Background: an optimization exercise with open tools, aiming at a short achievable clock period and few clock cycles per item. Do not read the settings as production practice.
Only simulation tests tie the RTL to the original design; equivalence was not proved.
Power is estimated from default activity; no workload was simulated.

==> v37: inputs <==
==> flow/design.v <==
module top(
  input  wire         clk,
  input  wire         rstn,
  output wire [63:0]  pc,
  input  wire [31:0]  instr,
  output wire         this_ebreak,
  output wire         this_valid,
  output wire [63:0]  this_pc,
  output wire [31:0]  this_instr,
  output wire [63:0]  mm_addr,
  output wire [63:0]  mm_wdata,
  output wire [3:0]   mm_wlen,
  output wire         mm_wen,
  output wire         mm_ren,
  input  wire [63:0]  mm_rdata
);
  reg  [63:0] f_pc;
  reg         d_valid;
  reg  [31:0] d_instr;
  reg  [63:0] d_pc;
  reg  [63:0] d_pc4;
  reg         e_valid;
  reg  [31:0] e_instr;
  reg  [63:0] e_pc;
  reg         e_ebreak;
  reg  [63:0] e_a;         
  reg  [63:0] e_b;         
  reg  [63:0] e_sd;        
  reg  [63:0] e_pc4;
  reg  [63:0] e_alt;       
  reg         e_fa_m, e_fa_w;    
  reg         e_fb_m, e_fb_w;    
  reg         e_fs_m, e_fs_w;    
  reg  [4:0]  e_rd;
  reg         e_wen;
  reg         e_load;
  reg         e_store;
  reg         e_branch;
  reg         e_pred;      
  reg         e_jalr;
  reg  [2:0]  e_f3;
  reg         e_s_add, e_s_sub, e_s_slt, e_s_sltu, e_s_xor, e_s_or, e_s_and;
  reg         e_s_sll, e_s_sr, e_s_link;
  reg         e_sra, e_word;
  reg  [63:0] m_res;
  reg  [4:0]  m_rd;
  reg         m_wen;
  reg         m_load;
  reg  [2:0]  m_f3;
  reg         m_ren;
  reg         m_sten;
  reg  [3:0]  m_wlen;
  reg  [63:0] m_sd;
  reg  [63:0] w_res;
  reg  [4:0]  w_rd;
  reg         w_wen;
  reg  [63:0] gpr [1:31];
  wire [6:0] op  = d_instr[6:0];
  wire [2:0] f3  = d_instr[14:12];
  wire       f7b = d_instr[30];
  wire [4:0] rs1 = d_instr[19:15];
  wire [4:0] rs2 = d_instr[24:20];
  wire [4:0] rd  = d_instr[11:7];
  wire op_lui    = op == 7'b0110111;
  wire op_auipc  = op == 7'b0010111;
  wire op_jal    = op == 7'b1101111;
  wire op_jalr   = op == 7'b1100111;
  wire op_branch = op == 7'b1100011;
  wire op_load   = op == 7'b0000011;
  wire op_store  = op == 7'b0100011;
  wire op_imm    = op == 7'b0010011;
  wire op_reg    = op == 7'b0110011;
  wire op_immw   = op == 7'b0011011;
  wire op_regw   = op == 7'b0111011;
  wire op_ebreak = d_instr == 32'h00100073;
  wire use_rs1 = op_jalr | op_branch | op_load | op_store | op_imm | op_reg | op_immw | op_regw;
  wire use_rs2 = op_branch | op_store | op_reg | op_regw;
  wire use_imm = op_lui | op_auipc | op_jalr | op_load | op_store | op_imm | op_immw;
  wire wen     = op_lui | op_auipc | op_jal | op_jalr | op_load | op_imm | op_reg | op_immw | op_regw;
  wire [63:0] imm_i = {{52{d_instr[31]}}, d_instr[31:20]};
  wire [63:0] imm_s = {{52{d_instr[31]}}, d_instr[31:25], d_instr[11:7]};
  wire [63:0] imm_b = {{51{d_instr[31]}}, d_instr[31], d_instr[7], d_instr[30:25], d_instr[11:8], 1'b0};
  wire [63:0] imm_u = {{32{d_instr[31]}}, d_instr[31:12], 12'b0};
  wire [63:0] imm_j = {{43{d_instr[31]}}, d_instr[31], d_instr[19:12], d_instr[20], d_instr[30:21], 1'b0};
  wire [63:0] imm = op_store              ? imm_s :
                    (op_lui | op_auipc)   ? imm_u :
                                            imm_i;
  wire [63:0] bj_imm = op_jal ? imm_j : imm_b;
  wire [63:0] d_tgt  = d_pc + bj_imm;
  wire is_alu  = op_imm | op_reg | op_immw | op_regw;
  wire regop   = op_reg | op_regw;
  wire s_add   = op_lui | op_auipc | op_load | op_store |
                 (is_alu & f3 == 3'd0 & !(regop & f7b));
  wire s_sub   = is_alu & f3 == 3'd0 & regop & f7b;
  wire s_sll   = is_alu & f3 == 3'd1;
  wire s_slt   = is_alu & f3 == 3'd2;
  wire s_sltu  = is_alu & f3 == 3'd3;
  wire s_xor   = is_alu & f3 == 3'd4;
  wire s_sr    = is_alu & f3 == 3'd5;
  wire s_or    = is_alu & f3 == 3'd6;
  wire s_and   = is_alu & f3 == 3'd7;
  wire s_link  = op_jal | op_jalr;
  wire word    = op_immw | op_regw;
  wire [63:0] rf1 = (rs1 == 5'd0) ? 64'd0 : gpr[rs1];
  wire [63:0] rf2 = (rs2 == 5'd0) ? 64'd0 : gpr[rs2];
  wire        wb1 = w_wen & (w_rd == rs1);
  wire        wb2 = w_wen & (w_rd == rs2);
  wire [63:0] rv1 = wb1 ? w_res : rf1;
  wire [63:0] rv2 = wb2 ? w_res : rf2;
  wire fa_m = use_rs1 & e_wen & (e_rd == rs1);
  wire fa_w = use_rs1 & m_wen & (m_rd == rs1) & !fa_m;
  wire fs_m = e_wen & (e_rd == rs2);
  wire fs_w = m_wen & (m_rd == rs2) & !fs_m;
  wire stall = d_valid & e_load & e_wen &
               ((use_rs1 & e_rd == rs1) | (use_rs2 & e_rd == rs2));
  wire [63:0] a  = e_fa_m ? m_res : e_fa_w ? w_res : e_a;
  wire [63:0] b  = e_fb_m ? m_res : e_fb_w ? w_res : e_b;
  wire [63:0] sd = e_fs_m ? m_res : e_fs_w ? w_res : e_sd;
  wire [63:0] sum  = a + b;
  wire [63:0] diff = a - b;
  wire        lt   = $signed(a) < $signed(b);
  wire        ltu  = a < b;
  wire [5:0]  shamt = {e_word ? 1'b0 : b[5], b[4:0]};
  wire [63:0] sl    = a << shamt;
  wire [63:0] sr_in = e_word ? {(e_sra ? {32{a[31]}} : 32'd0), a[31:0]} : a;
  wire        sr_fill = e_sra & (e_word ? a[31] : a[63]);
  wire [127:0] sr_w = {{64{sr_fill}}, sr_in} >> shamt;
  wire [63:0] sr    = sr_w[63:0];
  wire [63:0] r =
      ({64{e_s_add }} & sum) |
      ({64{e_s_sub }} & diff) |
      ({64{e_s_slt }} & {63'd0, lt}) |
      ({64{e_s_sltu}} & {63'd0, ltu}) |
      ({64{e_s_xor }} & (a ^ b)) |
      ({64{e_s_or  }} & (a | b)) |
      ({64{e_s_and }} & (a & b)) |
      ({64{e_s_sll }} & sl) |
      ({64{e_s_sr  }} & sr) |
      ({64{e_s_link}} & e_pc4);
  wire [63:0] ex_res = e_word ? {{32{r[31]}}, r[31:0]} : r;
  wire        beq  = a == sd;
  wire        blt  = $signed(a) < $signed(sd);
  wire        bltu = a < sd;
  reg         taken;
  always @(*) begin
    case (e_f3)
      3'd0: taken = beq;
      3'd1: taken = !beq;
      3'd4: taken = blt;
      3'd5: taken = !blt;
      3'd6: taken = bltu;
      default: taken = !bltu;
    endcase
  end
  wire ex_redir = e_jalr | (e_branch & (taken != e_pred));
  wire [63:0] ex_tgt = e_jalr ? sum : e_alt;
  wire back_br  = op_branch & d_instr[31];
  wire id_redir = d_valid & (op_jal | back_br) & !stall & !ex_redir;
  wire d_go     = d_valid & !stall & !ex_redir;    
  wire [63:0] f_pc4 = f_pc + 64'd4;
  always @(posedge clk) begin
    if (!rstn) begin
      f_pc    <= 64'h80000000;
      d_valid <= 1'b0;
    end else begin
      if (ex_redir)      f_pc <= ex_tgt;
      else if (stall)    f_pc <= f_pc;
      else if (id_redir) f_pc <= d_tgt;
      else               f_pc <= f_pc4;
      if (ex_redir | id_redir) d_valid <= 1'b0;
      else if (!stall)         d_valid <= 1'b1;
    end
  end
  always @(posedge clk) begin
    if (!stall) begin
      d_instr <= instr;
      d_pc    <= f_pc;
      d_pc4   <= f_pc4;
    end
  end
  always @(posedge clk) begin
    if (!rstn) begin
      e_valid  <= 1'b0;
      e_ebreak <= 1'b0;
      e_wen    <= 1'b0;
      e_load   <= 1'b0;
      e_store  <= 1'b0;
      e_branch <= 1'b0;
      e_jalr   <= 1'b0;
    end else begin
      e_valid  <= d_go;
      e_ebreak <= d_go & op_ebreak;
      e_wen    <= d_go & wen & (rd != 5'd0);
      e_load   <= d_go & op_load;
      e_store  <= d_go & op_store;
      e_branch <= d_go & op_branch;
      e_jalr   <= d_go & op_jalr;
    end
  end
  always @(posedge clk) begin
    e_instr  <= d_instr;
    e_pc     <= d_pc;
    e_pc4    <= d_pc4;
    e_a      <= op_auipc ? d_pc : op_lui ? 64'd0 : rv1;
    e_b      <= use_imm ? imm : rv2;
    e_sd     <= rv2;
    e_alt    <= back_br ? d_pc4 : d_tgt;
    e_pred   <= back_br;
    e_fa_m   <= fa_m;
    e_fa_w   <= fa_w;
    e_fb_m   <= fs_m & !use_imm;
    e_fb_w   <= fs_w & !use_imm;
    e_fs_m   <= fs_m;
    e_fs_w   <= fs_w;
    e_rd     <= rd;
    e_f3     <= f3;
    e_s_add  <= s_add;
    e_s_sub  <= s_sub;
    e_s_slt  <= s_slt;
    e_s_sltu <= s_sltu;
    e_s_xor  <= s_xor;
    e_s_or   <= s_or;
    e_s_and  <= s_and;
    e_s_sll  <= s_sll;
    e_s_sr   <= s_sr;
    e_s_link <= s_link;
    e_sra    <= f7b;
    e_word   <= word;
  end
  always @(posedge clk) begin
    if (!rstn) begin
      m_wen  <= 1'b0;
      m_ren  <= 1'b0;
      m_sten <= 1'b0;
      m_load <= 1'b0;
    end else begin
      m_wen  <= e_wen;
      m_ren  <= e_load;
      m_sten <= e_store;
      m_load <= e_load;
    end
  end
  always @(posedge clk) begin
    m_res  <= ex_res;
    m_rd   <= e_rd;
    m_f3   <= e_f3;
    m_sd   <= sd;
    m_wlen <= (e_f3[1:0] == 2'd0) ? 4'd1 :
              (e_f3[1:0] == 2'd1) ? 4'd2 :
              (e_f3[1:0] == 2'd2) ? 4'd4 : 4'd8;
  end
  reg [63:0] ld;
  always @(*) begin
    case (m_f3)
      3'd0: ld = {{56{mm_rdata[7]}},  mm_rdata[7:0]};
      3'd1: ld = {{48{mm_rdata[15]}}, mm_rdata[15:0]};
      3'd2: ld = {{32{mm_rdata[31]}}, mm_rdata[31:0]};
      3'd4: ld = {56'd0, mm_rdata[7:0]};
      3'd5: ld = {48'd0, mm_rdata[15:0]};
      3'd6: ld = {32'd0, mm_rdata[31:0]};
      default: ld = mm_rdata;
    endcase
  end
  always @(posedge clk) begin
    if (!rstn) w_wen <= 1'b0;
    else       w_wen <= m_wen;
    w_res <= m_load ? ld : m_res;
    w_rd  <= m_rd;
  end
  integer i;
  always @(posedge clk) begin
    if (!rstn) begin
      for (i = 1; i < 32; i = i + 1) gpr[i] <= 64'd0;
    end else if (w_wen) begin
      gpr[w_rd] <= w_res;
    end
  end
  assign pc          = f_pc;
  assign this_valid  = e_valid;
  assign this_pc     = e_pc;
  assign this_instr  = e_instr;
  assign this_ebreak = e_ebreak;
  assign mm_addr     = m_res;
  assign mm_wdata    = m_sd;
  assign mm_wlen     = m_wlen;
  assign mm_wen      = m_sten;
  assign mm_ren      = m_ren;
endmodule
==> flow/run.sh <==
#!/bin/bash
# synth_recipe.tcl (not shown) runs the flow's synth.tcl, then flattens the netlist and writes it again
# the make line also repeats each setting of config.mk as NAME=value (left out here)
make -C /OpenROAD-flow-scripts/flow DESIGN_CONFIG=/design/flow/config.mk WORK_HOME=/design/flow/orfs CLKGATE_MAP_FILE= SYNTH_SCRIPT=/design/flow/synth_recipe.tcl finish
==> flow/config.mk <==
export PLATFORM = sky130hd
export DESIGN_NAME = top
export DESIGN_NICKNAME = top
export VERILOG_FILES = /design/flow/design.v
export SDC_FILE = /design/flow/constraint.sdc
export NUM_CORES = 4
export LEC_CHECK = 0
export ABC_AREA = 0
export ABC_CLOCK_PERIOD_IN_PS = 3000
export CAP_MARGIN = 20
export CORE_MARGIN = 2
export CORE_UTILIZATION = 40
export GPL_TIMING_DRIVEN = 1
export SETUP_SLACK_MARGIN = 5
export SLEW_MARGIN = 20
export TNS_END_PERCENT = 100
==> flow/constraint.sdc <==
create_clock -name core_clock -period 10.0 [get_ports {clk}]
set_input_delay 2.0000 -clock core_clock [delete_from_list [all_inputs] [get_ports {clk}]]
set_output_delay 2.0000 -clock core_clock [all_outputs]
set_load 0.01 [all_outputs]
==> inputs of v20, as changes to v37 <==
==> flow/design.v, changed modules only <==
module top(
  input  wire         clk,
  input  wire         rstn,
  output wire [63:0]  pc,
  input  wire [31:0]  instr,
  output wire         this_ebreak,
  output wire         this_valid,
  output wire [63:0]  this_pc,
  output wire [31:0]  this_instr,
  output wire [63:0]  mm_addr,
  output wire [63:0]  mm_wdata,
  output wire [3:0]   mm_wlen,
  output wire         mm_wen,
  output wire         mm_ren,
  input  wire [63:0]  mm_rdata
);
  reg  [63:0] f_pc;
  reg         e_valid;
  reg  [31:0] e_instr;
  reg  [63:0] e_pc;
  reg         e_ebreak;
  reg  [63:0] e_a;         
  reg  [63:0] e_b;         
  reg  [63:0] e_sd;        
  reg  [63:0] e_pc4;
  reg  [63:0] e_alt;       
  reg         e_fa_m, e_fa_w;    
  reg         e_fb_m, e_fb_w;    
  reg         e_fs_m, e_fs_w;    
  reg  [4:0]  e_rd;
  reg         e_wen;
  reg         e_load;
  reg         e_store;
  reg         e_branch;
  reg         e_pred;      
  reg         e_jalr;
  reg  [2:0]  e_f3;
  reg         e_s_add, e_s_sub, e_s_slt, e_s_sltu, e_s_xor, e_s_or, e_s_and;
  reg         e_s_sll, e_s_sr, e_s_link;
  reg         e_sra, e_word;
  reg  [63:0] m_res;
  reg  [4:0]  m_rd;
  reg         m_wen;
  reg         m_load;
  reg  [2:0]  m_f3;
  reg         m_ren;
  reg         m_sten;
  reg  [3:0]  m_wlen;
  reg  [63:0] m_sd;
  reg  [63:0] w_res;
  reg  [4:0]  w_rd;
  reg         w_wen;
  reg  [63:0] gpr [1:31];
  wire [6:0] op  = instr[6:0];
  wire [2:0] f3  = instr[14:12];
  wire       f7b = instr[30];
  wire [4:0] rs1 = instr[19:15];
  wire [4:0] rs2 = instr[24:20];
  wire [4:0] rd  = instr[11:7];
  wire op_lui    = op == 7'b0110111;
  wire op_auipc  = op == 7'b0010111;
  wire op_jal    = op == 7'b1101111;
  wire op_jalr   = op == 7'b1100111;
  wire op_branch = op == 7'b1100011;
  wire op_load   = op == 7'b0000011;
  wire op_store  = op == 7'b0100011;
  wire op_imm    = op == 7'b0010011;
  wire op_reg    = op == 7'b0110011;
  wire op_immw   = op == 7'b0011011;
  wire op_regw   = op == 7'b0111011;
  wire op_ebreak = instr == 32'h00100073;
  wire use_rs1 = op_jalr | op_branch | op_load | op_store | op_imm | op_reg | op_immw | op_regw;
  wire use_rs2 = op_branch | op_store | op_reg | op_regw;
  wire use_imm = op_lui | op_auipc | op_jalr | op_load | op_store | op_imm | op_immw;
  wire wen     = op_lui | op_auipc | op_jal | op_jalr | op_load | op_imm | op_reg | op_immw | op_regw;
  wire [63:0] imm_i = {{52{instr[31]}}, instr[31:20]};
  wire [63:0] imm_s = {{52{instr[31]}}, instr[31:25], instr[11:7]};
  wire [63:0] imm_b = {{51{instr[31]}}, instr[31], instr[7], instr[30:25], instr[11:8], 1'b0};
  wire [63:0] imm_u = {{32{instr[31]}}, instr[31:12], 12'b0};
  wire [63:0] imm_j = {{43{instr[31]}}, instr[31], instr[19:12], instr[20], instr[30:21], 1'b0};
  wire [63:0] imm = op_store              ? imm_s :
                    (op_lui | op_auipc)   ? imm_u :
                                            imm_i;
  wire [63:0] f_pc4  = f_pc + 64'd4;
  wire [63:0] bj_imm = op_jal ? imm_j : imm_b;
  wire [63:0] f_tgt  = f_pc + bj_imm;
  wire        back_br = op_branch & instr[31];
  wire        f_pred  = op_jal | back_br;
  wire is_alu  = op_imm | op_reg | op_immw | op_regw;
  wire regop   = op_reg | op_regw;
  wire s_add   = op_lui | op_auipc | op_load | op_store |
                 (is_alu & f3 == 3'd0 & !(regop & f7b));
  wire s_sub   = is_alu & f3 == 3'd0 & regop & f7b;
  wire s_sll   = is_alu & f3 == 3'd1;
  wire s_slt   = is_alu & f3 == 3'd2;
  wire s_sltu  = is_alu & f3 == 3'd3;
  wire s_xor   = is_alu & f3 == 3'd4;
  wire s_sr    = is_alu & f3 == 3'd5;
  wire s_or    = is_alu & f3 == 3'd6;
  wire s_and   = is_alu & f3 == 3'd7;
  wire s_link  = op_jal | op_jalr;
  wire word    = op_immw | op_regw;
  wire [63:0] rf1 = (rs1 == 5'd0) ? 64'd0 : gpr[rs1];
  wire [63:0] rf2 = (rs2 == 5'd0) ? 64'd0 : gpr[rs2];
  wire        wb1 = w_wen & (w_rd == rs1);
  wire        wb2 = w_wen & (w_rd == rs2);
  wire [63:0] rv1 = wb1 ? w_res : rf1;
  wire [63:0] rv2 = wb2 ? w_res : rf2;
  wire fa_m = use_rs1 & e_wen & (e_rd == rs1);
  wire fa_w = use_rs1 & m_wen & (m_rd == rs1) & !fa_m;
  wire fs_m = e_wen & (e_rd == rs2);
  wire fs_w = m_wen & (m_rd == rs2) & !fs_m;
  wire stall = e_load & e_wen &
               ((use_rs1 & e_rd == rs1) | (use_rs2 & e_rd == rs2));
  wire [63:0] a  = e_fa_m ? m_res : e_fa_w ? w_res : e_a;
  wire [63:0] b  = e_fb_m ? m_res : e_fb_w ? w_res : e_b;
  wire [63:0] sd = e_fs_m ? m_res : e_fs_w ? w_res : e_sd;
  wire [63:0] sum  = a + b;
  wire [63:0] diff = a - b;
  wire        lt   = $signed(a) < $signed(b);
  wire        ltu  = a < b;
  wire [5:0]  shamt = {e_word ? 1'b0 : b[5], b[4:0]};
  wire [63:0] sl    = a << shamt;
  wire [63:0] sr_in = e_word ? {(e_sra ? {32{a[31]}} : 32'd0), a[31:0]} : a;
  wire        sr_fill = e_sra & (e_word ? a[31] : a[63]);
  wire [127:0] sr_w = {{64{sr_fill}}, sr_in} >> shamt;
  wire [63:0] sr    = sr_w[63:0];
  wire [63:0] r =
      ({64{e_s_add }} & sum) |
      ({64{e_s_sub }} & diff) |
      ({64{e_s_slt }} & {63'd0, lt}) |
      ({64{e_s_sltu}} & {63'd0, ltu}) |
      ({64{e_s_xor }} & (a ^ b)) |
      ({64{e_s_or  }} & (a | b)) |
      ({64{e_s_and }} & (a & b)) |
      ({64{e_s_sll }} & sl) |
      ({64{e_s_sr  }} & sr) |
      ({64{e_s_link}} & e_pc4);
  wire [63:0] ex_res = e_word ? {{32{r[31]}}, r[31:0]} : r;
  wire [63:0] ca0 = e_a,  ca1 = m_res, ca2 = w_res;
  wire [63:0] cb0 = e_sd, cb1 = m_res, cb2 = w_res;
  wire [2:0] pa = {e_fa_w, e_fa_m, !(e_fa_m | e_fa_w)};
  wire [2:0] pb = {e_fs_w, e_fs_m, !(e_fs_m | e_fs_w)};
  wire eq00 = ca0 == cb0, eq01 = ca0 == cb1, eq02 = ca0 == cb2;
  wire eq10 = ca1 == cb0, eq12 = ca1 == cb2, eq20 = ca2 == cb0;
  wire lu00 = ca0 < cb0, lu01 = ca0 < cb1, lu02 = ca0 < cb2;
  wire lu10 = ca1 < cb0, lu12 = ca1 < cb2;
  wire lu20 = ca2 < cb0, lu21 = ca2 < cb1;
  wire ls00 = (ca0[63] ^ cb0[63]) ? ca0[63] : lu00;
  wire ls01 = (ca0[63] ^ cb1[63]) ? ca0[63] : lu01;
  wire ls02 = (ca0[63] ^ cb2[63]) ? ca0[63] : lu02;
  wire ls10 = (ca1[63] ^ cb0[63]) ? ca1[63] : lu10;
  wire ls12 = (ca1[63] ^ cb2[63]) ? ca1[63] : lu12;
  wire ls20 = (ca2[63] ^ cb0[63]) ? ca2[63] : lu20;
  wire ls21 = (ca2[63] ^ cb1[63]) ? ca2[63] : lu21;
  wire beq  = (pa[0] & pb[0] & eq00) | (pa[0] & pb[1] & eq01) | (pa[0] & pb[2] & eq02) |
              (pa[1] & pb[0] & eq10) | (pa[1] & pb[1])        | (pa[1] & pb[2] & eq12) |
              (pa[2] & pb[0] & eq20) | (pa[2] & pb[1] & eq12) | (pa[2] & pb[2]);
  wire bltu = (pa[0] & pb[0] & lu00) | (pa[0] & pb[1] & lu01) | (pa[0] & pb[2] & lu02) |
              (pa[1] & pb[0] & lu10) |                          (pa[1] & pb[2] & lu12) |
              (pa[2] & pb[0] & lu20) | (pa[2] & pb[1] & lu21);
  wire blt  = (pa[0] & pb[0] & ls00) | (pa[0] & pb[1] & ls01) | (pa[0] & pb[2] & ls02) |
              (pa[1] & pb[0] & ls10) |                          (pa[1] & pb[2] & ls12) |
              (pa[2] & pb[0] & ls20) | (pa[2] & pb[1] & ls21);
  reg         taken;
  always @(*) begin
    case (e_f3)
      3'd0: taken = beq;
      3'd1: taken = !beq;
      3'd4: taken = blt;
      3'd5: taken = !blt;
      3'd6: taken = bltu;
      default: taken = !bltu;
    endcase
  end
  wire ex_redir = e_jalr | (e_branch & (taken != e_pred));
  wire [63:0] ex_tgt = e_jalr ? sum : e_alt;
  wire f_go = !stall & !ex_redir;    
  always @(posedge clk) begin
    if (!rstn) begin
      f_pc <= 64'h80000000;
    end else begin
      if (ex_redir)    f_pc <= ex_tgt;
      else if (stall)  f_pc <= f_pc;
      else if (f_pred) f_pc <= f_tgt;
      else             f_pc <= f_pc4;
    end
  end
  always @(posedge clk) begin
    if (!rstn) begin
      e_valid  <= 1'b0;
      e_ebreak <= 1'b0;
      e_wen    <= 1'b0;
      e_load   <= 1'b0;
      e_store  <= 1'b0;
      e_branch <= 1'b0;
      e_jalr   <= 1'b0;
    end else begin
      e_valid  <= f_go;
      e_ebreak <= f_go & op_ebreak;
      e_wen    <= f_go & wen & (rd != 5'd0);
      e_load   <= f_go & op_load;
      e_store  <= f_go & op_store;
      e_branch <= f_go & op_branch;
      e_jalr   <= f_go & op_jalr;
    end
  end
  always @(posedge clk) begin
    e_instr  <= instr;
    e_pc     <= f_pc;
    e_pc4    <= f_pc4;
    e_a      <= op_auipc ? f_pc : op_lui ? 64'd0 : rv1;
    e_b      <= use_imm ? imm : rv2;
    e_sd     <= rv2;
    e_alt    <= back_br ? f_pc4 : f_tgt;
    e_pred   <= back_br;
    e_fa_m   <= fa_m;
    e_fa_w   <= fa_w;
    e_fb_m   <= fs_m & !use_imm;
    e_fb_w   <= fs_w & !use_imm;
    e_fs_m   <= fs_m;
    e_fs_w   <= fs_w;
    e_rd     <= rd;
    e_f3     <= f3;
    e_s_add  <= s_add;
    e_s_sub  <= s_sub;
    e_s_slt  <= s_slt;
    e_s_sltu <= s_sltu;
    e_s_xor  <= s_xor;
    e_s_or   <= s_or;
    e_s_and  <= s_and;
    e_s_sll  <= s_sll;
    e_s_sr   <= s_sr;
    e_s_link <= s_link;
    e_sra    <= f7b;
    e_word   <= word;
  end
  always @(posedge clk) begin
    if (!rstn) begin
      m_wen  <= 1'b0;
      m_ren  <= 1'b0;
      m_sten <= 1'b0;
      m_load <= 1'b0;
    end else begin
      m_wen  <= e_wen;
      m_ren  <= e_load;
      m_sten <= e_store;
      m_load <= e_load;
    end
  end
  always @(posedge clk) begin
    m_res  <= ex_res;
    m_rd   <= e_rd;
    m_f3   <= e_f3;
    m_sd   <= sd;
    m_wlen <= (e_f3[1:0] == 2'd0) ? 4'd1 :
              (e_f3[1:0] == 2'd1) ? 4'd2 :
              (e_f3[1:0] == 2'd2) ? 4'd4 : 4'd8;
  end
  reg [63:0] ld;
  always @(*) begin
    case (m_f3)
      3'd0: ld = {{56{mm_rdata[7]}},  mm_rdata[7:0]};
      3'd1: ld = {{48{mm_rdata[15]}}, mm_rdata[15:0]};
      3'd2: ld = {{32{mm_rdata[31]}}, mm_rdata[31:0]};
      3'd4: ld = {56'd0, mm_rdata[7:0]};
      3'd5: ld = {48'd0, mm_rdata[15:0]};
      3'd6: ld = {32'd0, mm_rdata[31:0]};
      default: ld = mm_rdata;
    endcase
  end
  always @(posedge clk) begin
    if (!rstn) w_wen <= 1'b0;
    else       w_wen <= m_wen;
    w_res <= m_load ? ld : m_res;
    w_rd  <= m_rd;
  end
  integer i;
  always @(posedge clk) begin
    if (!rstn) begin
      for (i = 1; i < 32; i = i + 1) gpr[i] <= 64'd0;
    end else if (w_wen) begin
      gpr[w_rd] <= w_res;
    end
  end
  assign pc          = f_pc;
  assign this_valid  = e_valid;
  assign this_pc     = e_pc;
  assign this_instr  = e_instr;
  assign this_ebreak = e_ebreak;
  assign mm_addr     = m_res;
  assign mm_wdata    = m_sd;
  assign mm_wlen     = m_wlen;
  assign mm_wen      = m_sten;
  assign mm_ren      = m_ren;
endmodule
==> flow/flow/run.sh (new file) <==
#!/bin/bash
set -euo pipefail
bash standard.sh finish SETUP_SLACK_MARGIN=6.5 > standard_flow.log 2>&1
==> flow/standard.sh (new file) <==
#!/bin/bash
# synth_recipe.tcl (not shown) runs the flow's synth.tcl, then flattens the netlist and writes it again
# the make line also repeats each setting of config.mk as NAME=value (left out here)
make -C /OpenROAD-flow-scripts/flow DESIGN_CONFIG=/design/flow/config.mk WORK_HOME=/design/flow/orfs CLKGATE_MAP_FILE= SYNTH_SCRIPT=/design/flow/synth_recipe.tcl "${@:-finish}"
- GPL_TIMING_DRIVEN: 1 -> unset
- TNS_END_PERCENT: 100 -> unset
removed: flow/run.sh
==> comparison table <==
quantity	v37	v20
Launch point of the worst path	e_fa_w	e_fb_w
Launching point of the worst reg2reg path	e_fa_w	e_fb_w
Mean instance size in the synthesized netlist	12.4 sq um	11.7 sq um
Post-Layout Cell Count	19188	20601
Global-route wire length before repair	1100000 microns	1130000 microns
Outcome	timing/DRC/antenna clean	timing/DRC/antenna clean
Total Die Area	416000 sq um	416000 sq um
Total non-filler cell area in the finished layout	191000 sq um	208000 sq um
Max-Slew Margin vs Limit	3.86%	11.2%
Post-synthesis share of cell area spent on full adders, half adders and majority gates	2.47%	4.91%
Worst-case setup slack after placement	2.87 ns	2.81 ns
Switching component of the power	11.6 mW	12.8 mW
Antenna Diode Count	86	118
Sequential element share of the synthesized area	49.1%	46.2%
Worst endpoint required time	10.84 ns	10.96 ns
Least setup slack across all paths after layout	4.72 ns	5.01 ns
Xor/xnor cell area share of the yosys netlist	1.33%	1.30%
Post-layout minimum cycle time	5.28 ns	4.99 ns
Worst Tran Pin Value	1.44 ns	1.32 ns
Proportion of layout cells with a drive suffix above 1	22.7%	33.4%
Post-layout nets	13809	15504
Startpoint of the worst hold path	d_pc4[41]	m_rd[3]
Setup slack, reg-to-reg	4.72 ns	5.01 ns
Number of setup buffers added after CTS	106	645
Die width	645 microns	645 microns
Num CTS Buffers	329	324
Worst endpoint data arrival time	6.13 ns	5.94 ns
Testbench counts of v37, summed over its fixed seeds: cycles 68,616, instrs 58,905.
Testbench counts of v20, summed over its fixed seeds: cycles 62,377, instrs 58,905.

-- re-timing with driven ports --
No port has a modelled driver above. Below, the same layouts with a new extraction and two added sets of constraints. Step 1, drivers: a clkbuf_16 drives clk and a buf_2 each remaining input, both assumed. Step 2 adds t to the input delays and takes it off the output delays; t is the mean of the earliest and latest rising clock arrival at the registers after step 1. Input paths then give back, and output paths get back, about the clock's delay inside the block. a / b / c = ideal / step 1 / step 2; a / b = the first two.
| run | shift t [ns] | setup WS [ns] | worst register clock-pin slew, ns | cell pins on the clock port's net |
|---|---|---|---|---|
| v37 | 1.087 | 4.715 / 4.715 / 3.953 | 0.07 / 0.07 | 1 |
| v20 | 1.101 | 5.013 / 5.013 / 4.009 | 0.08 / 0.08 | 1 |
After both steps setup and hold are still met in every run listed. For v20, which loses most, drivers alone change the setup slack by 0.000 ns; drivers and shift together by -1.004 ns.
